Context: an optimization exercise on an open-source flow, tuned for a short achievable clock period and few clock cycles. The choices shown serve that exercise and are no tape-out recipe. For this run, only the layout was checked, not whether the RTL still works. Power and IR drop assume default switching activity.

==> flow/config.mk <==
export PLATFORM = sky130hd
export DESIGN_NAME = mips_core
export DESIGN_NICKNAME = mips_core
export VERILOG_FILES = /design/flow/design.v
export SDC_FILE = /design/flow/constraint.sdc
export NUM_CORES = 4
export LEC_CHECK = 0
export CAP_MARGIN = 20
export CORE_MARGIN = 2
export CORE_UTILIZATION = 40
export SLEW_MARGIN = 20
==> flow/constraint.sdc <==
create_clock -name core_clock -period 9.0 [get_ports {clk}]
set_input_delay 1.8000 -clock core_clock [delete_from_list [all_inputs] [get_ports {clk}]]
set_output_delay 1.8000 -clock core_clock [all_outputs]
set_load 0.01 [all_outputs]
==> flow/design.v <==
`timescale 1ns / 1ps
module ALU #(parameter N=32)(busA, busB, opCode, result, zero, overflow);
	input signed [N-1:0] busA;
   input	signed [N-1:0] busB;
   input [3:0] opCode;
	output reg [N-1:0] result;
	output reg zero;
	output reg overflow;
	always@(*)
		begin
			case(opCode)				
				0: {overflow,result} = busB <<  busA[4:0];	 
				1: {overflow,result} = busB >>  busA[4:0];	 
				2: {overflow,result} = busB >>> busA[4:0];	 
				3: {overflow,result} = busA + busB;				 
				4: {overflow,result} = busA - busB;				 
				5: {overflow,result} = busA & busB;				 
				6: {overflow,result} = busA | busB;				 
				7: {overflow,result} = busA ^ busB;				 
				8: {overflow,result} = ~(busA | busB);			 
				9: {overflow,result} = (busA < busB);			 
				default: {overflow,result} = 0;
			endcase
			zero = (result==0)? 1'b1 : 1'b0;
		end
endmodule
`timescale 1ns / 1ps
module Main_Control(InstrOP, InstrFunc, RegDst, Branch, BranchType, Jump, MemToReg, MemWrite, ALUSrc,
							ALUShiftImm, RegWrite, LoadImm, ZeroEx, EOP, memReadWidth, aluControlCU);
	input [5:0] InstrOP;
	input [5:0] InstrFunc;
	output reg RegDst;
	output reg Branch;
	output reg BranchType;
	output reg Jump;
	output reg MemToReg;
	output reg [3:0] MemWrite;
	output reg ALUSrc;
	output reg ALUShiftImm;
	output reg RegWrite;
	output reg LoadImm;
	output reg ZeroEx;
	output reg EOP;
	output reg [1:0] memReadWidth;  
	output reg [3:0] aluControlCU;
	always @*
	begin
	case (InstrOP)
		'b100000:
		begin		 
			EOP				<= 0; 
			RegDst 			<= 0; 
			Branch 			<= 0;
			BranchType 		<= 0;
			Jump        	<= 0;
			MemToReg		<= 1;
			MemWrite		<= 0;
			ALUSrc			<= 1;
			ALUShiftImm		<= 0;
			RegWrite	 	<= 1;
			LoadImm			<= 0;
			ZeroEx			<= 0;
			aluControlCU	<= 3;
			memReadWidth	<= 2;
		end		
		'b100001:
		begin		 
			EOP				<= 0; 
			RegDst			<= 0;
			Branch			<= 0;
			BranchType		<= 0;
			Jump        	<= 0;
			MemToReg		<= 1;
			MemWrite		<= 0;
			ALUSrc			<= 1;
			ALUShiftImm		<= 0;
			RegWrite		<= 1;
			LoadImm			<= 0;
			ZeroEx			<= 0;
			aluControlCU	<= 3;
			memReadWidth	<= 1;
		end
		'b100011:
		begin		 
			EOP				<= 0; 
			RegDst			<= 0;
			Branch			<= 0;
			BranchType		<= 0;
			Jump        	<= 0;
			MemToReg		<= 1;
			MemWrite		<= 0;
			ALUSrc			<= 1;
			ALUShiftImm		<= 0;
			RegWrite		<= 1;
			LoadImm			<= 0;
			ZeroEx			<= 0;
			aluControlCU	<= 3;
			memReadWidth	<= 0;
		end
		'b100111:
		begin		 
			EOP				<= 0;
			RegDst			<= 0;
			Branch			<= 0;
			BranchType		<= 0;
			Jump        	<= 0;
			MemToReg		<= 1;
			MemWrite		<= 0;
			ALUSrc			<= 1;
			ALUShiftImm		<= 0;
			RegWrite		<= 1;
			LoadImm  		<= 0;
			ZeroEx			<= 0;
			aluControlCU	<= 3;
			memReadWidth	<= 0;
		end
		'b100100:
		begin	 
			EOP				<= 0;
			RegDst			<= 0;
			Branch			<= 0;
			BranchType		<= 0;
			Jump        	<= 0;
			MemToReg		<= 1;
			MemWrite		<= 0;
			ALUSrc			<= 1;
			ALUShiftImm		<= 0;
			RegWrite		<= 1;
			LoadImm			<= 0;
			ZeroEx			<= 0;
			aluControlCU	<= 3;
			memReadWidth	<= 2;
		end
		'b100101:
		begin	 
			EOP				<= 0;
			RegDst			<= 0;
			Branch			<= 0;
			BranchType		<= 0;
			Jump        	<= 0;
			MemToReg		<= 1;
			MemWrite		<= 0;
			ALUSrc			<= 1;
			ALUShiftImm		<= 0;
			RegWrite		<= 1;
			LoadImm			<= 0;
			ZeroEx			<= 0;
			aluControlCU	<= 3;
			memReadWidth	<= 1;
		end
		'b101000:
		begin	 
			EOP				<= 0;
			RegDst			<= 0;
			Branch			<= 0;
			BranchType		<= 0;
			Jump        	<= 0;
			MemToReg		<= 0;
			MemWrite		<= 4'd1;
			ALUSrc			<= 1;
			ALUShiftImm		<= 0;
			RegWrite		<= 0;
			LoadImm			<= 0;
			ZeroEx			<= 0;
			aluControlCU	<= 3;
			memReadWidth	<= 0;
		end
		'b101001:
		begin	 
			EOP				<= 0;
			RegDst			<= 0;
			Branch			<= 0;
			BranchType		<= 0;
			Jump        	<= 0;
			MemToReg		<= 0;
			MemWrite		<= 4'b0011;
			ALUSrc			<= 1;
			ALUShiftImm		<= 0;
			RegWrite		<= 0;
			LoadImm			<= 0;
			ZeroEx			<= 0;
			aluControlCU	<= 3;
			memReadWidth	<= 0;
		end
		'b101011:
		begin	 
			EOP				<= 0;
			RegDst			<= 0;
			Branch			<= 0;
			BranchType		<= 0;
			Jump        	<= 0;
			MemToReg		<= 0;
			MemWrite		<= 4'b1111;
			ALUSrc			<= 1;
			ALUShiftImm		<= 0;
			RegWrite		<= 0;
			LoadImm			<= 0;
			ZeroEx			<= 0;
			aluControlCU	<= 3;
			memReadWidth	<= 0;
		end
		'b001000:
		begin	 
			EOP				<= 0;
			RegDst			<= 0;
			Branch			<= 0;
			BranchType		<= 0;
			Jump        	<= 0;
			MemToReg		<= 0;
			MemWrite		<= 0;
			ALUSrc			<= 1;
			ALUShiftImm		<= 0;
			RegWrite		<= 1;
			LoadImm			<= 0;
			ZeroEx			<= 0;
			aluControlCU	<= 3;
			memReadWidth	<= 0;
		end
		'b001100:
		begin	 
			EOP				<= 0;
			RegDst			<= 0;
			Branch			<= 0;
			BranchType		<= 0;
			Jump        	<= 0;
			MemToReg		<= 0;
			MemWrite		<= 0;
			ALUSrc			<= 1;
			ALUShiftImm		<= 0;
			RegWrite		<= 1;
			LoadImm			<= 0;
			ZeroEx			<= 1;
			aluControlCU	<= 5;
			memReadWidth	<= 0;
		end
		'b001101:
		begin	 
			EOP				<= 0;
			RegDst			<= 0;
			Branch			<= 0;
			BranchType		<= 0;
			Jump        	<= 0;
			MemToReg		<= 0;
			MemWrite		<= 0;
			ALUSrc			<= 1;
			ALUShiftImm		<= 0;
			RegWrite		<= 1;
			LoadImm			<= 0;
			ZeroEx			<= 1;
			aluControlCU	<= 6;
			memReadWidth	<= 0;
		end
		'b001110:
		begin	 
			EOP				<= 0;
			RegDst			<= 0;
			Branch			<= 0;
			BranchType		<= 0;
			Jump        	<= 0;
			MemToReg		<= 0;
			MemWrite		<= 0;
			ALUSrc			<= 1;
			ALUShiftImm		<= 0;
			RegWrite		<= 1;
			LoadImm			<= 0;
			ZeroEx			<= 1;
			aluControlCU	<= 7;
			memReadWidth	<= 0;
		end
		'b001010:
		begin	 
			EOP				<= 0;
			RegDst			<= 0;
			Branch			<= 0;
			BranchType		<= 0;
			Jump        	<= 0;
			MemToReg		<= 0;
			MemWrite		<= 0;
			ALUSrc			<= 1;
			ALUShiftImm		<= 0;
			RegWrite		<= 1;
			LoadImm			<= 0;
			ZeroEx			<= 0;
			aluControlCU	<= 9;
			memReadWidth	<= 0;
		end	
	   'b001111:
		begin	 
			EOP				<= 0;
			RegDst			<= 0;
			Branch			<= 0;
			BranchType		<= 0;
			Jump        	<= 0;
			MemToReg		<= 0;
			MemWrite		<= 0;
			ALUSrc			<= 1;
			ALUShiftImm		<= 0;
			RegWrite		<= 1;
			LoadImm			<= 1;
			ZeroEx			<= 0;
			aluControlCU	<= 0;
			memReadWidth	<= 0;
		end	
		'b000100:
		begin  
			EOP				<= 0;
			RegDst			<= 0;
			Branch			<= 1;
			BranchType		<= 0;
			Jump        	<= 0;
			MemToReg		<= 0;
			MemWrite		<= 0;
			ALUSrc			<= 0;
			ALUShiftImm		<= 0;
			RegWrite		<= 0;
			LoadImm			<= 0;
			ZeroEx			<= 0;
			aluControlCU	<= 4;
			memReadWidth	<= 0;
		end
		'b000101:
		begin  
			EOP				<= 0;
			RegDst			<= 0;
			Branch			<= 1;
			BranchType		<= 1;
			Jump        	<= 0;
			MemToReg		<= 0;
			MemWrite		<= 0;
			ALUSrc			<= 0;
			ALUShiftImm		<= 0;
			RegWrite		<= 0;
			LoadImm			<= 0;
			ZeroEx			<= 0;
			aluControlCU	<= 4;
			memReadWidth	<= 0;
		end
		'b000010:
		begin  
			EOP				<= 0;
			RegDst			<= 0;
			Branch			<= 1;  
			BranchType		<= 1;  
			Jump        	<= 1;
			MemToReg		<= 0;
			MemWrite		<= 0;
			ALUSrc			<= 0;
			ALUShiftImm		<= 0;
			RegWrite		<= 0;
			LoadImm			<= 0;
			ZeroEx			<= 0;
			aluControlCU	<= 4;
			memReadWidth	<= 0;
		end
		'b111111:
		begin  
			EOP				<= 1;
			RegDst			<= 0;
			Branch			<= 0;
			BranchType		<= 0;
			Jump        	<= 0;
			MemToReg		<= 0;
			MemWrite		<= 0;
			ALUSrc			<= 1;
			ALUShiftImm		<= 0;
			RegWrite		<= 0;
			LoadImm			<= 0;
			ZeroEx			<= 1;
			aluControlCU	<= 6;
			memReadWidth	<= 0;
		end
		default:
		begin  
			EOP				<= 0;
			RegDst			<= 1;
			Branch			<= 0;
			BranchType		<= 0;
			Jump        	<= 0;
			MemToReg		<= 0;
			MemWrite		<= 0;
			ALUSrc			<= 0;
			ALUShiftImm 	<=((InstrFunc==0) ||(InstrFunc==2)||(InstrFunc==3));
			RegWrite		<= 1;
			LoadImm			<= 0;
			ZeroEx			<= 0;
			memReadWidth	<= 0;
			case(InstrFunc)
				6'b000000: aluControlCU <= 0;  
				6'b000010: aluControlCU <= 1;  
				6'b000011: aluControlCU <= 2;  
				6'b000110: aluControlCU <= 1;  
				6'b000111: aluControlCU <= 2;  
				6'b000100: aluControlCU <= 0;  
				6'b100000: aluControlCU <= 3;  
				6'b100010: aluControlCU <= 4;  
				6'b100100: aluControlCU <= 5;  
				6'b100101: aluControlCU <= 6;  
				6'b100110: aluControlCU <= 7;  
				6'b100111: aluControlCU <= 8;  
				6'b101010: aluControlCU <= 9;  
				default: aluControlCU	<= 'hF;
			endcase
		end		
	endcase
end
endmodule
`timescale 1ns / 1ps
module Main_Hazard(branchID, rsID, rtID, rsEX, rtEX, writeRegEX, writeRegMEM, writeRegWB, memToRegEX, memToRegMEM,
						regWriteEX, regWriteMEM, regWriteWB, stallFE, stallID,
						forwardAID, forwardBID, flushEX, forwardAEX, forwardBEX);
	input branchID;
	input [4:0] rsID;
	input [4:0]	rtID;
	input [4:0]	rsEX;
	input [4:0]	rtEX;
	input [4:0]	writeRegEX;
	input [4:0]	writeRegMEM;
	input [4:0]	writeRegWB;
	input memToRegEX;
	input memToRegMEM;
	input regWriteEX;
	input regWriteMEM;
	input regWriteWB;
	output stallFE;
	output stallID;
	output forwardAID;
	output forwardBID;
	output flushEX;
	output reg [1:0] forwardAEX;
	output reg [1:0] forwardBEX;
	wire lwstall;
	wire branchstall;
	assign lwstall = ((rsID == rtEX) || (rtID == rtEX)) && memToRegEX;
	assign stallFE = lwstall || branchstall;
	assign stallID = lwstall || branchstall;
	assign flushEX = lwstall || branchstall;
	assign forwardAID =  (rsID == writeRegMEM) && regWriteMEM && (writeRegMEM != 0);
   assign forwardBID =  (rtID == writeRegMEM) && regWriteMEM && (writeRegMEM != 0);
	assign branchstall = (branchID && regWriteEX && (writeRegEX == rsID || writeRegEX == rtID)) || (branchID && memToRegMEM && (writeRegMEM == rsID || writeRegMEM == rtID));
	always @* 
	begin
		if ((rsEX == writeRegMEM) && regWriteMEM && (writeRegMEM != 0))
			begin
				forwardAEX <= 'b10;
			end
		else if ((rsEX == writeRegWB) && regWriteWB && (writeRegWB != 0))
			begin
				forwardAEX <= 'b01;
			end
		else 
			begin
				forwardAEX <= 'b00;
			end
		if ((rtEX == writeRegMEM) && regWriteMEM && (writeRegMEM != 0))
			begin
				forwardBEX <= 'b10;
			end
		else if ((rtEX == writeRegWB) && regWriteWB && (writeRegWB != 0))
			begin
				forwardBEX <= 'b01;
			end
		else
			begin
				forwardBEX <= 'b00;
			end
	end
endmodule
`timescale 1ns / 1ps
module Register_File(clk, reset, wr_enable3, read_addr1, read_addr2, write_addr3, write_data3, read_data1, read_data2, 
							read_data_to_debug_0, read_data_to_debug_1, read_data_to_debug_2, read_data_to_debug_3, 
							read_data_to_debug_4, read_data_to_debug_5, read_data_to_debug_6, read_data_to_debug_7,
							read_data_to_debug_8, read_data_to_debug_9, read_data_to_debug_10, read_data_to_debug_11, 
							read_data_to_debug_12, read_data_to_debug_13, read_data_to_debug_14, read_data_to_debug_15,
							read_data_to_debug_16, read_data_to_debug_17, read_data_to_debug_18, read_data_to_debug_19, 
							read_data_to_debug_20, read_data_to_debug_21, read_data_to_debug_22, read_data_to_debug_23,
							read_data_to_debug_24, read_data_to_debug_25, read_data_to_debug_26, read_data_to_debug_27, 
							read_data_to_debug_28, read_data_to_debug_29, read_data_to_debug_30, read_data_to_debug_31);
	input clk;
	input reset;
	input wr_enable3;
	input [4:0] read_addr1;
	input [4:0] read_addr2;
	input [4:0] write_addr3;
	input [31:0] write_data3;
	output [31:0] read_data1;
	output [31:0] read_data2;
	output [31:0] read_data_to_debug_0;
	output [31:0] read_data_to_debug_1;
	output [31:0] read_data_to_debug_2;
	output [31:0] read_data_to_debug_3;
	output [31:0] read_data_to_debug_4;
	output [31:0] read_data_to_debug_5;
	output [31:0] read_data_to_debug_6;
	output [31:0] read_data_to_debug_7;
	output [31:0] read_data_to_debug_8;
	output [31:0] read_data_to_debug_9;
	output [31:0] read_data_to_debug_10;
	output [31:0] read_data_to_debug_11;
	output [31:0] read_data_to_debug_12;
	output [31:0] read_data_to_debug_13;
	output [31:0] read_data_to_debug_14;
	output [31:0] read_data_to_debug_15;
	output [31:0] read_data_to_debug_16;
	output [31:0] read_data_to_debug_17;
	output [31:0] read_data_to_debug_18;
	output [31:0] read_data_to_debug_19;
	output [31:0] read_data_to_debug_20;
	output [31:0] read_data_to_debug_21;
	output [31:0] read_data_to_debug_22;
	output [31:0] read_data_to_debug_23;
	output [31:0] read_data_to_debug_24;
	output [31:0] read_data_to_debug_25;
	output [31:0] read_data_to_debug_26;
	output [31:0] read_data_to_debug_27;
	output [31:0] read_data_to_debug_28;
	output [31:0] read_data_to_debug_29;
	output [31:0] read_data_to_debug_30;
	output [31:0] read_data_to_debug_31;
	reg [31:0] reg_file[31:0];
	integer i;
	always @(posedge clk)
		begin
			if (reset == 1)
				begin
					for (i = 0; i <= 31; i = i + 1)
						reg_file[i] <= 0;
				end
			else if (wr_enable3 == 1)
				begin
					reg_file[write_addr3] <= write_data3;
				end
		end
	assign read_data1 = (read_addr1 == 0) ? 0 : (wr_enable3 && (write_addr3 == read_addr1)) ? write_data3 : reg_file[read_addr1];
	assign read_data2 = (read_addr2 == 0) ? 0 : (wr_enable3 && (write_addr3 == read_addr2)) ? write_data3 : reg_file[read_addr2];
	assign read_data_to_debug_0 = reg_file[0];
	assign read_data_to_debug_1 = reg_file[1];
	assign read_data_to_debug_2 = reg_file[2];
	assign read_data_to_debug_3 = reg_file[3];
	assign read_data_to_debug_4 = reg_file[4];
	assign read_data_to_debug_5 = reg_file[5];
	assign read_data_to_debug_6 = reg_file[6];
	assign read_data_to_debug_7 = reg_file[7];
	assign read_data_to_debug_8 = reg_file[8];
	assign read_data_to_debug_9 = reg_file[9];
	assign read_data_to_debug_10 = reg_file[10];
	assign read_data_to_debug_11 = reg_file[11];
	assign read_data_to_debug_12 = reg_file[12];
	assign read_data_to_debug_13 = reg_file[13];
	assign read_data_to_debug_14 = reg_file[14];
	assign read_data_to_debug_15 = reg_file[15];
	assign read_data_to_debug_16 = reg_file[16];
	assign read_data_to_debug_17 = reg_file[17];
	assign read_data_to_debug_18 = reg_file[18];
	assign read_data_to_debug_19 = reg_file[19];
	assign read_data_to_debug_20 = reg_file[20];
	assign read_data_to_debug_21 = reg_file[21];
	assign read_data_to_debug_22 = reg_file[22];
	assign read_data_to_debug_23 = reg_file[23];
	assign read_data_to_debug_24 = reg_file[24];
	assign read_data_to_debug_25 = reg_file[25];
	assign read_data_to_debug_26 = reg_file[26];
	assign read_data_to_debug_27 = reg_file[27];
	assign read_data_to_debug_28 = reg_file[28];
	assign read_data_to_debug_29 = reg_file[29];
	assign read_data_to_debug_30 = reg_file[30];
	assign read_data_to_debug_31 = reg_file[31];
endmodule
`timescale 1ns / 1ps
module IF_ID(clk, reset, clear, stall_ID, programCounter_in, instruction_in, enableDebug, resetDebug, programCounter_out, instruction_out);
	input clk;
	input reset;
	input clear;
	input stall_ID;
	input	[7:0] programCounter_in;
	input	[31:0] instruction_in;
	input enableDebug;
	input resetDebug;
	output reg [7:0] programCounter_out;
	output reg [31:0] instruction_out;
	always @(posedge clk)
		begin
			if(reset || resetDebug)
				begin
					instruction_out <= 0;
					programCounter_out <= 0;
				end
			else if(~stall_ID && enableDebug)
				begin
					if(clear)
						begin
							instruction_out <= 0;
						end
					else
						begin
							instruction_out <= instruction_in;
						end
					programCounter_out <= programCounter_in;
				end
		end
endmodule
`timescale 1ns / 1ps
module ID_EX(clk, reset, syncClr, aluSrc_in, aluShiftImm_in, regDst_in, loadImm_in, memToReg_in, regWrite_in, eop_in, 
				memReadWidth_in, memWrite_in, aluControl_in, rs_in, rt_in, rd_in, sa_in, signImm_in, readData1_in, readData2_in, 
				enableDebug, resetDebug, aluSrc_out, aluShiftImm_out, memToReg_out, regDst_out, loadImm_out, regWrite_out, 
				eop_out, memReadWidth_out, memWrite_out, aluControl_out, rs_out, rt_out, rd_out, sa_out, signImm_out, 
				readData1_out, readData2_out);
	input clk;
	input reset;
	input syncClr;
	input aluSrc_in;
	input aluShiftImm_in;
	input regDst_in;
	input loadImm_in;
	input memToReg_in;
	input regWrite_in;
	input eop_in;
	input [1:0] memReadWidth_in;
	input [3:0] memWrite_in;
	input [3:0] aluControl_in;
	input [4:0] rs_in;
	input [4:0] rt_in;
	input [4:0] rd_in;
	input [4:0] sa_in;
	input [31:0] signImm_in;
	input [31:0] readData1_in;
	input [31:0] readData2_in;
	input enableDebug;
	input resetDebug;
	output reg aluSrc_out;
	output reg aluShiftImm_out;
	output reg memToReg_out;
	output reg regDst_out;
	output reg loadImm_out;
	output reg regWrite_out;
	output reg eop_out;
	output reg [1:0] memReadWidth_out;
	output reg [3:0] memWrite_out;
	output reg [3:0] aluControl_out;
	output reg [4:0] rs_out;
	output reg [4:0] rt_out;
	output reg [4:0] rd_out;
	output reg [4:0] sa_out;
	output reg [31:0] signImm_out;
	output reg [31:0] readData1_out;
	output reg [31:0] readData2_out;
	always @(posedge clk)
		begin
			if (reset || resetDebug || (syncClr && enableDebug))
				begin
					aluControl_out <= 0;
					signImm_out <= 0;
					readData1_out <= 0;
					readData2_out <= 0;
					aluSrc_out <= 0;
					aluShiftImm_out <= 0;
					memWrite_out <= 0;
					memToReg_out <= 0;
					memReadWidth_out <= 0;
					regWrite_out <= 0;
					rs_out <= 0;
					rt_out <= 0;
					rd_out <= 0;
					sa_out <= 0;
					regDst_out <= 0;
					loadImm_out <= 0;
					eop_out <= 0;
				end
			else if (enableDebug)
				begin
					aluControl_out <= aluControl_in;
					signImm_out <= signImm_in;
					readData1_out <= readData1_in;
					readData2_out <= readData2_in;
					aluSrc_out <= aluSrc_in;
					aluShiftImm_out <= aluShiftImm_in;
					memWrite_out <= memWrite_in;
					memToReg_out <=  memToReg_in;
					memReadWidth_out <= memReadWidth_in;
					regWrite_out <= regWrite_in;
					rs_out <= rs_in;
					rt_out <= rt_in;
					rd_out <= rd_in;
					sa_out <= sa_in;
					regDst_out <= regDst_in;
					loadImm_out <= loadImm_in;
					eop_out <= eop_in;
				end		
			end
endmodule
`timescale 1ns / 1ps
module EX_MEM(clk, reset, writeReg_in, writeData_in, aluOut_in, regWrite_in, memToReg_in,
					memWrite_in, memReadWidth_in, eop_in, writeReg_out, writeData_out, aluOut_out,
					regWrite_out, memToReg_out, memWrite_out, memReadWidth_out, eop_out,
					enableDebug, resetDebug);
		input clk;
		input reset;
		input	[4:0] writeReg_in;
		input	[31:0] writeData_in;
		input	[31:0] aluOut_in;
		input regWrite_in;
		input memToReg_in;
		input [3:0]memWrite_in;
		input [1:0] memReadWidth_in;
		input	eop_in;
		input enableDebug;
		input resetDebug;
		output reg [4:0] writeReg_out;
		output reg [31:0] writeData_out;
		output reg [31:0] aluOut_out;
		output reg regWrite_out;
		output reg memToReg_out;
		output reg [3:0]memWrite_out;
		output reg [1:0] memReadWidth_out;
		output reg eop_out;
always @(posedge clk)
	 begin
		if(reset || resetDebug)
		begin
			writeReg_out<=0;
			writeData_out<=0;
			aluOut_out<=0;
			regWrite_out<=0;
			memToReg_out<=0;
			memWrite_out<=0;
			memReadWidth_out<=0;
			eop_out<=0;
		end
		else if(enableDebug)
		begin
			writeReg_out<=writeReg_in;
			writeData_out<=writeData_in;
			aluOut_out<=aluOut_in;
			regWrite_out<=regWrite_in;
			memToReg_out<=memToReg_in;
			memWrite_out<=memWrite_in;
			memReadWidth_out<=memReadWidth_in;
			eop_out<=eop_in;
		end		
	 end
endmodule
`timescale 1ns / 1ps
module MEM_WB(clk, reset, enableDebug, resetDebug, regWrite_in, memToReg_in, eop_in, writeReg_in, aluOut_in, readData_in,
					regWrite_out, memToReg_out, eop_out, writeReg_out, aluOut_out, readData_out);
	input clk;
	input reset;
	input regWrite_in;
	input memToReg_in;
	input eop_in;
	input [4:0] writeReg_in;
	input [31:0] aluOut_in;
	input [31:0] readData_in;
	input enableDebug;
	input resetDebug;
	output reg regWrite_out;
	output reg memToReg_out;
	output reg eop_out;
	output reg [4:0] writeReg_out;
	output reg [31:0] aluOut_out;
	output reg [31:0] readData_out;
	always @(posedge clk)
	begin
		if(reset || resetDebug)
		begin
			writeReg_out <= 0;
			aluOut_out <= 0;
			readData_out <= 0;
			regWrite_out <= 0;
			memToReg_out <= 0;
			eop_out <= 0;
		end
		else if(enableDebug)
		begin
			writeReg_out <= writeReg_in;
			aluOut_out <= aluOut_in;
			readData_out <= readData_in;
			regWrite_out <= regWrite_in;
			memToReg_out <= memToReg_in;
			eop_out <= eop_in;
		end		
	 end
endmodule
`timescale 1ns / 1ps
module Program_Counter(clk,notEnable,reset,enableDebug,resetDebug,addr_in,addr_out);
	input clk;
	input notEnable;
	input reset;
	input enableDebug;
	input resetDebug;
	input	[7:0] addr_in;
	output reg [7:0] addr_out;
	always @(posedge clk)
		begin
			if(reset || resetDebug)
				begin
					addr_out <= 0;
				end
			else if(~notEnable && enableDebug)
				begin
					addr_out <= addr_in;
				end
		end
endmodule
`timescale 1ns / 1ps
module Sign_Extend(a,zeroEx,y);
	input [15:0] a;
	input zeroEx;
	output reg [31:0] y;
	always @(*) 
		begin
			if(zeroEx)
				begin
					y <= {16'h0000,a};
				end
			else if(a[15])
				begin
					y <= {16'hFFFF,a};
				end
			else 
				begin
					y <= {16'h0000,a};
				end
		end
endmodule
`timescale 1ns / 1ps
module Sumador(a, b, result);
	input [7:0] a;
	input [7:0] b;
	output [7:0] result;
	assign result = a + b;
endmodule
`timescale 1ns / 1ps
module MemoryLoadMask(dataIn, maskLength, dataOut);
	input      [31:0]	dataIn;
	input      [1:0]	maskLength;
	output reg [31:0]	dataOut;
	always @*
		begin
			case (maskLength)
				0: dataOut <= dataIn;
				1: dataOut <= dataIn&32'hFFFF;
				2: dataOut <= dataIn&32'hFF;
				default: dataOut <= dataIn;
			endcase
		end
endmodule
`timescale 1ns / 1ps
module Mux_2in_1out #(parameter DB = 32)(DatoA, DatoB, Sel, Salida);
	input [DB-1:0] DatoA;
	input [DB-1:0] DatoB;
	input Sel;
	output reg [DB-1:0] Salida;
	always @(*)
	begin
		if(Sel == 0)
			Salida <= DatoA;
		else
			Salida <= DatoB;
	end
endmodule
`timescale 1ns / 1ps
module Mux_3in_1out #(parameter DB = 32)(DatoA, DatoB, DatoC, Sel, Salida);
    input [DB-1:0] DatoA;
    input [DB-1:0] DatoB;
    input [DB-1:0] DatoC;
    input [1:0] Sel;	 
    output reg [DB-1:0] Salida;
	always @(*)
	begin
		if(Sel == 0)
			begin
				Salida = DatoA;
			end
		else if(Sel == 1)
			begin
				Salida = DatoB;
			end
		else if(Sel == 2)
			begin
				Salida = DatoC;
			end
		else
			begin
				Salida = DatoC;
			end
	end
endmodule
`timescale 1ns / 1ps
module mips_core(clk, reset, imem_addr, imem_data, dmem_addr, dmem_we, dmem_wdata, dmem_rdata, halted);
	input clk;
	input reset;
	output [7:0] imem_addr;
	input [31:0] imem_data;
	output [7:0] dmem_addr;
	output [3:0] dmem_we;
	output [31:0] dmem_wdata;
	input [31:0] dmem_rdata;
	output halted;
	wire [31:0]instruction;
	wire [31:0]instructionID;
	wire regWrite, regWriteEX, regWriteMEM, regWriteWB;
	wire memToReg, memToRegEX, memToRegMEM, memToRegWB;
	wire [3:0]memWrite;
	wire [3:0]memWriteEX;
	wire [3:0]memWriteMEM;
	wire [3:0]aluControl;
	wire [3:0]aluControlEX;
	wire aluSrc, aluSrcEX;
	wire aluShiftImm, aluShiftImmEX;
	wire regDst, regDstEX;
	wire loadImm, loadImmEX;
	wire branch, branchType, jump;
	wire endOfProgramFlag, endOfProgramFlagEX, endOfProgramFlagMEM, endOfProgramFlagWB;
	wire [1:0] memReadWidth;
	wire [1:0] memReadWidthEX;
	wire [1:0] memReadWidthMEM;
	wire [31:0]sigExtOut;
	wire [31:0]sigExtEX;
	wire zeroExtendFlag;
	wire [31:0]aluOut;
	wire [31:0]aluOutMEM;
	wire [31:0]aluOutWB;
	wire aluZero;
	wire aluOverflow;
	wire [31:0]readData1;
	wire [31:0]readData1EX;
	wire [31:0]readData2;
	wire [31:0]readData2EX;
	wire [31:0]readDataMemory;
	wire [31:0]readDataMemoryMasked;
	wire [31:0]memoryOutWB;
	wire [7:0] PC;
	wire [7:0] pcFE;
	wire [7:0] pcNext;
	wire [7:0] pcNextID;
	wire [4:0]rsEX;
	wire [4:0]rtEX;
	wire [4:0]rdEX;
	wire [4:0]shamtEX;
	wire [4:0]writeRegisterMEM;
	wire [4:0]writeRegisterWB;
	wire [7:0]pcBranchAddr;
	wire [31:0] writeDataEX;
	wire [31:0] writeDataMEM;
	wire stallFE, stallID, forwardAID, forwardBID, flushEX;
	wire [1:0] forwardAEX;
	wire [1:0] forwardBEX;
	wire [4:0]writeRegister;
	wire [31:0]aluOperand1;
	wire [31:0]aluOperand2;
	wire [31:0] resultWB;
	wire pcSrc;
	wire branchTaken;
	wire [31:0]srcAEX;
	wire [31:0]srcBEX;
	wire [31:0]branchSrcA;
	wire [31:0]branchSrcB;
	wire run = ~endOfProgramFlagWB;
	Main_Control unit_control(
		.InstrOP(instructionID[31:26]),
		.InstrFunc(instructionID[5:0]),
		.RegDst(regDst),
		.Branch(branch),
		.BranchType(branchType),
		.Jump(jump),
		.MemToReg(memToReg),
		.MemWrite(memWrite),
		.ALUSrc(aluSrc),
		.ALUShiftImm(aluShiftImm),
		.RegWrite(regWrite),
		.LoadImm(loadImm),
		.ZeroEx(zeroExtendFlag),
		.EOP(endOfProgramFlag),
		.memReadWidth(memReadWidth),
		.aluControlCU(aluControl)
	);
	Register_File reg_bank(
		.clk(clk),
		.wr_enable3(regWriteWB),
		.read_addr1(instructionID[25:21]),
		.read_addr2(instructionID[20:16]),
		.write_addr3(writeRegisterWB),
		.reset(reset),
		.write_data3(resultWB),
		.read_data1(readData1),
		.read_data2(readData2)
	);
	ALU alu(
		.busA(aluOperand1),
		.busB(aluOperand2),
		.opCode(aluControlEX),
		.result(aluOut),
		.zero(aluZero),
		.overflow(aluOverflow)
	);
	Sign_Extend signExt(
		.a(instructionID[15:0]),
		.zeroEx(zeroExtendFlag),
		.y(sigExtOut)
	);
	Sumador branchPCAdd(
		.a(pcNextID),
		.b(sigExtOut[7:0]),
		.result(pcBranchAddr)
	);
	Sumador PCAdd(
		.a(pcFE),
		.b(8'b1),
		.result(pcNext)
	);
	IF_ID if_id(
		.clk(clk),
		.reset(reset),
		.enableDebug(run),
		.resetDebug(1'b0),
		.stall_ID(stallID),
		.clear(pcSrc),
		.instruction_in(instruction),
		.programCounter_in(pcNext),
		.instruction_out(instructionID),
		.programCounter_out(pcNextID)
	);
	ID_EX id_ex(
		.clk(clk),
		.reset(reset),
		.enableDebug(run),
		.resetDebug(1'b0),
		.syncClr(flushEX),
		.rs_in(instructionID[25:21]),
		.rt_in(instructionID[20:16]),
		.rd_in(instructionID[15:11]),
		.sa_in(instructionID[10:6]),
		.aluControl_in(aluControl),
		.signImm_in(sigExtOut),
		.readData1_in(readData1),
		.readData2_in(readData2),
		.aluSrc_in(aluSrc),
		.aluShiftImm_in(aluShiftImm),
		.regDst_in(regDst),
		.loadImm_in(loadImm),
		.memWrite_in(memWrite),
		.memToReg_in(memToReg),
		.memReadWidth_in(memReadWidth),
		.regWrite_in(regWrite),
		.eop_in(endOfProgramFlag),
		.aluControl_out(aluControlEX),
		.signImm_out(sigExtEX),
		.readData1_out(readData1EX),
		.readData2_out(readData2EX),
		.aluSrc_out(aluSrcEX),
		.aluShiftImm_out(aluShiftImmEX),
		.memWrite_out(memWriteEX),
		.memToReg_out(memToRegEX),
		.memReadWidth_out(memReadWidthEX),
		.rs_out(rsEX),
		.rt_out(rtEX),
		.rd_out(rdEX),
		.sa_out(shamtEX),
		.regDst_out(regDstEX),
		.loadImm_out(loadImmEX),
		.regWrite_out(regWriteEX),
		.eop_out(endOfProgramFlagEX)
	);
	EX_MEM ex_mem(
		.clk(clk),
		.reset(reset),
		.enableDebug(run),
		.resetDebug(1'b0),
		.writeReg_in(writeRegister),
		.writeData_in(writeDataEX),
		.aluOut_in(aluOut),
		.regWrite_in(regWriteEX),
		.memToReg_in(memToRegEX),
		.memWrite_in(memWriteEX),
		.memReadWidth_in(memReadWidthEX),
		.eop_in(endOfProgramFlagEX),
		.writeReg_out(writeRegisterMEM),
		.writeData_out(writeDataMEM),
		.aluOut_out(aluOutMEM),
		.regWrite_out(regWriteMEM),
		.memToReg_out(memToRegMEM),
		.memWrite_out(memWriteMEM),
		.memReadWidth_out(memReadWidthMEM),
		.eop_out(endOfProgramFlagMEM)
	);
	MemoryLoadMask mask (
		.dataIn(readDataMemory),
		.maskLength(memReadWidthMEM),
		.dataOut(readDataMemoryMasked)
	);
	MEM_WB mem_wb(
		.clk(clk),
		.reset(reset),
		.enableDebug(run),
		.resetDebug(1'b0),
		.writeReg_in(writeRegisterMEM),
		.aluOut_in(aluOutMEM),
		.readData_in(readDataMemoryMasked),
		.regWrite_in(regWriteMEM),
		.memToReg_in(memToRegMEM),
		.eop_in(endOfProgramFlagMEM),
		.writeReg_out(writeRegisterWB),
		.aluOut_out(aluOutWB),
		.readData_out(memoryOutWB),
		.regWrite_out(regWriteWB),
		.memToReg_out(memToRegWB),
		.eop_out(endOfProgramFlagWB)
	);
	Program_Counter programCounter(
		.clk(clk),
		.reset(reset),
		.enableDebug(run),
		.resetDebug(1'b0),
		.notEnable(stallFE),
		.addr_in(PC),
		.addr_out(pcFE)
	);
	Main_Hazard hazards (
		.branchID(branch),
		.rsID(instructionID[25:21]),
		.rtID(instructionID[20:16]),
		.rsEX(rsEX),
		.rtEX(rtEX),
		.writeRegEX(writeRegister),
		.writeRegMEM(writeRegisterMEM),
		.writeRegWB(writeRegisterWB),
		.memToRegEX(memToRegEX),
		.memToRegMEM(memToRegMEM),
		.regWriteEX(regWriteEX),
		.regWriteMEM(regWriteMEM),
		.regWriteWB(regWriteWB),
		.stallFE(stallFE),
		.stallID(stallID),
		.forwardAID(forwardAID),
		.forwardBID(forwardBID),
		.flushEX(flushEX),
		.forwardAEX(forwardAEX),
		.forwardBEX(forwardBEX)
	);
	Mux_2in_1out #(5) registerWriteMux(
		.DatoA(rtEX),
		.DatoB(rdEX),
		.Sel(regDstEX),
		.Salida(writeRegister)
	);
	Mux_3in_1out regOrImmSelectorMux(
		.DatoA(srcAEX),
		.DatoB({27'd0, shamtEX}),
		.DatoC(32'd16),
		.Sel((loadImmEX) ? 2'd2 : {1'b0, aluShiftImmEX}),
		.Salida(aluOperand1)
	);
	Mux_2in_1out aluSourceSelectorMux(
		.DatoA(srcBEX),
		.DatoB(sigExtEX),
		.Sel(aluSrcEX),
		.Salida(aluOperand2)
	);
	Mux_2in_1out #(1) programCounterMux(
		.DatoA(branch & branchTaken),
		.DatoB(1'b1),
		.Sel(jump),
		.Salida(pcSrc)
	);
	Mux_2in_1out #(1) branchTakenMux(
		.DatoA(branchSrcA == branchSrcB),
		.DatoB(branchSrcA != branchSrcB),
		.Sel(branchType),
		.Salida(branchTaken)
	);
	Mux_2in_1out memToRegMux(
		.DatoA(aluOutWB),
		.DatoB(memoryOutWB),
		.Sel(memToRegWB),
		.Salida(resultWB)
	);
	Mux_3in_1out #(8) programCounterAddressMux(
		.DatoA(pcNext),
		.DatoB(pcBranchAddr),
		.DatoC(pcBranchAddr),
		.Sel((jump) ? 2'd2 : {1'b0, pcSrc}),
		.Salida(PC)
	);
	Mux_3in_1out srcASelectorMux(
		.DatoA(readData1EX),
		.DatoB(resultWB),
		.DatoC(aluOutMEM),
		.Sel(forwardAEX),
		.Salida(srcAEX)
	);
	Mux_3in_1out srcBSelectorMux(
		.DatoA(readData2EX),
		.DatoB(resultWB),
		.DatoC(aluOutMEM),
		.Sel(forwardBEX),
		.Salida(srcBEX)
	);
	Mux_2in_1out branchSrcASelectorMux(
		.DatoA(readData1),
		.DatoB(aluOutMEM),
		.Sel(forwardAID),
		.Salida(branchSrcA)
	);
	Mux_2in_1out branchSrcBSelectorMux(
		.DatoA(readData2),
		.DatoB(aluOutMEM),
		.Sel(forwardBID),
		.Salida(branchSrcB)
	);
	assign writeDataEX = srcBEX;
	assign imem_addr = pcFE;
	assign instruction = imem_data;
	assign dmem_addr = aluOutMEM[7:0];
	assign dmem_we = run ? memWriteMEM : 4'b0000;
	assign dmem_wdata = writeDataMEM;
	assign readDataMemory = dmem_rdata;
	assign halted = endOfProgramFlagWB;
endmodule
==> flow/run.sh <==
#!/bin/bash
# synth_recipe.tcl (not shown) runs the flow's synth.tcl, then flattens the netlist and writes it again
# the make line also repeats each setting of config.mk as NAME=value (left out here)
make -C /OpenROAD-flow-scripts/flow DESIGN_CONFIG=/design/flow/config.mk WORK_HOME=/design/flow/orfs CLKGATE_MAP_FILE= SYNTH_SCRIPT=/design/flow/synth_recipe.tcl finish
==> results by group <==
Critical path
  – Worst EP arrival: ~8.6 ns
  – Reg2reg end: ex_mem.aluOut_out[29]$_SDFFE_PP0N_
  – Worst Setup SP: mem_wb.writeReg_out[4]$_SDFFE_PP0N_
  – Worst Path Required: a little under 10 ns
  – Worst R2R Path Depth: 21
  – Slowest cell on the critical path: o31ai_1
  – Crit path max-delay family: compound AO/OA/AOI/OAI gates
  – Critical Path Start Type: flop
  – Worst R2R Setup Slack: 1.09 ns
  – Kind of end point of the critical path: flop
  – Critical path buffer and inverter count: 0
  – Crit-path cells: or3_1 > o31ai_1 > nor4_1 > o311ai_0 > o211ai_1 > ha_1 > a21oi_1 > o21bai_1 > a2111oi_0 > nor3_1 > o21ai_0 > o211ai_1 > a41oi_1 > o31ai_1 > a31o_2 > a221o_1 > a211o_1 > a21oi_1 > xnor2_1 > a2111oi_0 > a211oi_1
  – Crit path depth: 21
  – Crit path kind: flop to flop
  – CP peak stage delay: 0.80 ns
  – Max FO, Critical Path: 14
  – R2R Path Start: mem_wb.writeReg_out[4]$_SDFFE_PP0N_

Final layout
  – Most common cell after layout, fill and taps aside: nor2_1
  – Fin area: about 87000 sq um
  – Ratio of cells with drive above 1 in the final layout: 0.177
  – Fin util: 0.451
  – Commonest cells after routing, fill and taps aside: nor2_1, edfxtp_1, mux4_2
  – # nets final: 7044
  – Area growth, synth to finish: 11.9%

Global route
  – Total grt overflow: 0
  – Initial antenna violation count: 6
  – Tot GR Track Use: 0.315
  – Vias in the first global route: 60191
  – Largest net degree at the start of global routing: 104
  – Global-route wire length before repair: 447 mm

STA
  – Max-Slew Margin vs Limit: 0.129
  – Clk_skew: slightly above 0.08 ns
  – Fin crit share: 0.879
  – Final min period: approximately 7.9 ns
  – RSZ-0062 raised after global routing: no
  – Slew @ Worst Pin: ~1.3 ns
  – F_max: 126 MHz
  – Fin. max-slew vios: 0
  – Setup violators final: 0
  – TNS Setup: 0 ns
  – Final Hold Fails: 0

Clocking
  – Post-CTS sizing: 0
  – Hold Buf Count CTS: 0
  – Clock sink count: between 1000 and 1500
  – CTS HTree Levels: 4
  – Clock Path Buffers: 3
  – TritonCTS Buffers: between 100 and 150
  – CTS tree: yes
  – Clock Tree Root: clkbuf_16
  – Clock slew at reported path FFs: approximately 0.06 ns
  – Clock latency at the later pin of the worst-skew pair: about 0.86 ns
  – Setup bufs post-CTS: 0

Routing
  – Drc violations: 0
  – Violation count after the first detailed-route iteration: 9614
  – WL final: ~320 mm
  – Final antenna-violating net count: 0
  – DR vias/cell: 6.59
  – Via count: around 63000
  – WL/cell: between 30 and 40 um
  – Drt pass-1 iters: 7

Place
  – DP Area: ~80000 sq um
  – GPL Wtd Cong: 1.00
  – DP HPWL: between 200 and 250 mm
  – PortBufs: around 120

Power and ir drop
  – Power Dens Cells: roughly 240 nW/um^2
  – Switching Share: 0.377
  – Sequential share of power: 0.370
  – P_sw: around 0.0077 W
  – Worst IR drop on VDD: roughly 200 uV
  – Static Leak: 30.1 nW
  – Design internal power: between 0.01 and 0.015 W
  – Comb power frac: 0.322
  – Clock power share: 0.309

Logic synthesis
  – Ranking of synthesized cells by area: edfxtp_1, mux4_2, dfxtp_1
  – Ys async rst share: 0
  – Post-Syn Nets: 7207
  – Synthesized cell area: 77600 sq um
  – Yosys warns: 16
  – Register area share after synthesis: 0.479
  – Post-synth top area share: 0.396
  – Top_reg_cell synth: edfxtp_1
  – Leading area contributor after synthesis: edfxtp_1
  – Average cell area after synthesis: ~11 sq um
  – Post-synthesis cell type count: just over 90
  – EDFF count, synth: a little over 1000
  – Synth Register Bits: about 1300
  – Post-Syn Instances: ~7000

Run
  – Max Cap Viol: 0

Run status
  – Status: complete, no violations

Die
  – Die H: between 400 and 500 um
  – DIE AREA: approximately 200000 sq um
  – # IOs: around 120
  – Die X: 444 um
  – Initial Util: 0.403
  – Cell Rows: 161
  – Core ar.: between 150000 and 200000 sq um

Hold path
  – Worst hold stages: 2
  – Worst hold start: if_id.instruction_out[13]$_SDFFE_PP0P_
  – Hold EP: id_ex.rd_out[2]$_SDFFE_PP0N_
  – Worst hold path class: flop to flop
state kept, by name, summed over array words and instances (netlist names), 2 cells and up, named ones only:
signal                    cells
ex_mem.aluOut_out            32
ex_mem.memReadWidth_out       2
ex_mem.memWrite_out           3
ex_mem.writeData_out         32
ex_mem.writeReg_out           5
id_ex.aluControl_out          4
id_ex.memReadWidth_out        2
id_ex.memWrite_out            3
id_ex.rd_out                  4
id_ex.readData1_out          32
id_ex.readData2_out          32
id_ex.rs_out                  5
id_ex.rt_out                  5
id_ex.sa_out                  4
id_ex.signImm_out             9
if_id.instruction_out        32
if_id.programCounter_out      8
mem_wb.aluOut_out            32
mem_wb.readData_out          32
mem_wb.writeReg_out           5
programCounter.addr_out       8
reg_bank.reg_file          1024
stage by stage:
stage | power [W] | hold slack (ns) | setup WS (ns) | std cells
6_report | 0.0206 | 0.455 | 1.09 | 9514
5_1_grt | 0.0212 | 0.478 | 0.800 | 9512
4_1_cts | 0.0203 | 0.459 | 1.42 | 9510
3_5_place_dp | 0.0140 | 0.450 | 1.47 | 9234
3_3_place_gp | 0.0140 | 0.446 | 1.45 | 9232
2_1_floorplan | 0.0115 | 0.434 | 2.15 | 7023
metal layers:
| metal | vias to the layer above | GRT usage | wire length (um) |
|---|---|---|---|
| met5 | - | 0 | 189 |
| met1 | 31394 | 0.394 | 114000 |
| li1 | 25799 | - | - |
| met3 | 1047 | 0.0957 | 39900 |
| met4 | 10 | 0.195 | 24000 |
| met2 | 4464 | 0.477 | 139000 |
tightest hold or removal path, cell delays in order, from the launching register on:
cell	delay (ns)
dfxtp_1	0.33
mux2i_1	0.07
nor2_1	0.07
cells in the mapped netlist, drive strengths merged, types with 40 or more instances:
master / count
nand3: 52
xor2: 57
o31ai: 46
edfxtp: 1024
dfxtp: 318
a221oi: 45
nand2: 502
a211oi: 55
nor3: 66
a21oi: 271
mux2i: 321
nor2: 1576
ha: 115
clkbuf: 506
inv: 125
and2: 40
mux4: 540
a22oi: 149
o22ai: 102
o211ai: 70
buf: 181
xnor2: 46
a31oi: 61
o21ai: 256
final cells by class:
type                    instances  area, sq um
fillers                     17627       106000
multi-input cells            4866        37700
flip-flops and latches       1342        37100
clock buffers                 193         4000
repair buffers                373         3270
well taps                    2526         3160
clock inverters                83         1050
inverters                     128          482
diodes                          3         7.51
power groups by stage:
stage / clock network, W / logic, W / registers, W
3_5_place_dp: 0 / 0.00635 / 0.00770
6_report: 0.00635 / 0.00661 / 0.00760
5_1_grt: 0.00664 / 0.00690 / 0.00762
4_1_cts: 0.00639 / 0.00637 / 0.00757
2_1_floorplan: 0 / 0.00411 / 0.00737
3_3_place_gp: 0 / 0.00632 / 0.00768
logic make-up after synthesis:
family                     after synthesis  share of synthesized area
buffers and inverters                  815                     0.0449
DFF                                   1342                      0.479
adders and majority gates              118                     0.0193
and+or+nand+nor                       2462                      0.132
xor gates and xnor gates               103                     0.0116
muxes                                  899                      0.204
AOI/OAI and AO/OA                     1284                      0.110
how the worst max path moves through the flow:
stage	endpoint	slack, ns
4_1_cts	ex_mem.aluOut_out[29]$_SDFFE_PP0N_	1.42
3_5_place_dp	ex_mem.aluOut_out[30]$_SDFFE_PP0N_	1.47
6_report	ex_mem.aluOut_out[29]$_SDFFE_PP0N_	1.09
3_3_place_gp	ex_mem.aluOut_out[30]$_SDFFE_PP0N_	1.45
2_1_floorplan	ex_mem.aluOut_out[29]$_SDFFE_PP0N_	2.15
5_1_grt	ex_mem.aluOut_out[29]$_SDFFE_PP0N_	0.80

[what the ideal ports hide]
Ports are ideal in the flow. The routed layout listed here was re-timed in OpenROAD. Step 1 assumes that a clkbuf_16 drives the clock port and a buf_2 every other input. Step 2 moves the port delays by t, midway between the first and last clock arrival at a register: inputs arrive t later, outputs are due t later. That takes back most of the time a late clock gives input paths. Slacks: ideal / step 1 / step 2; pairs: ideal / step 1.
shift t [ns]: 0.901
setup WS [ns]: 1.088 / 1.088 / 1.088
worst setup path after step 2: register to register
After both steps this run still meets setup and hold. For this run, drivers alone change the setup slack by 0.000 ns; drivers and shift together by 0.000 ns.
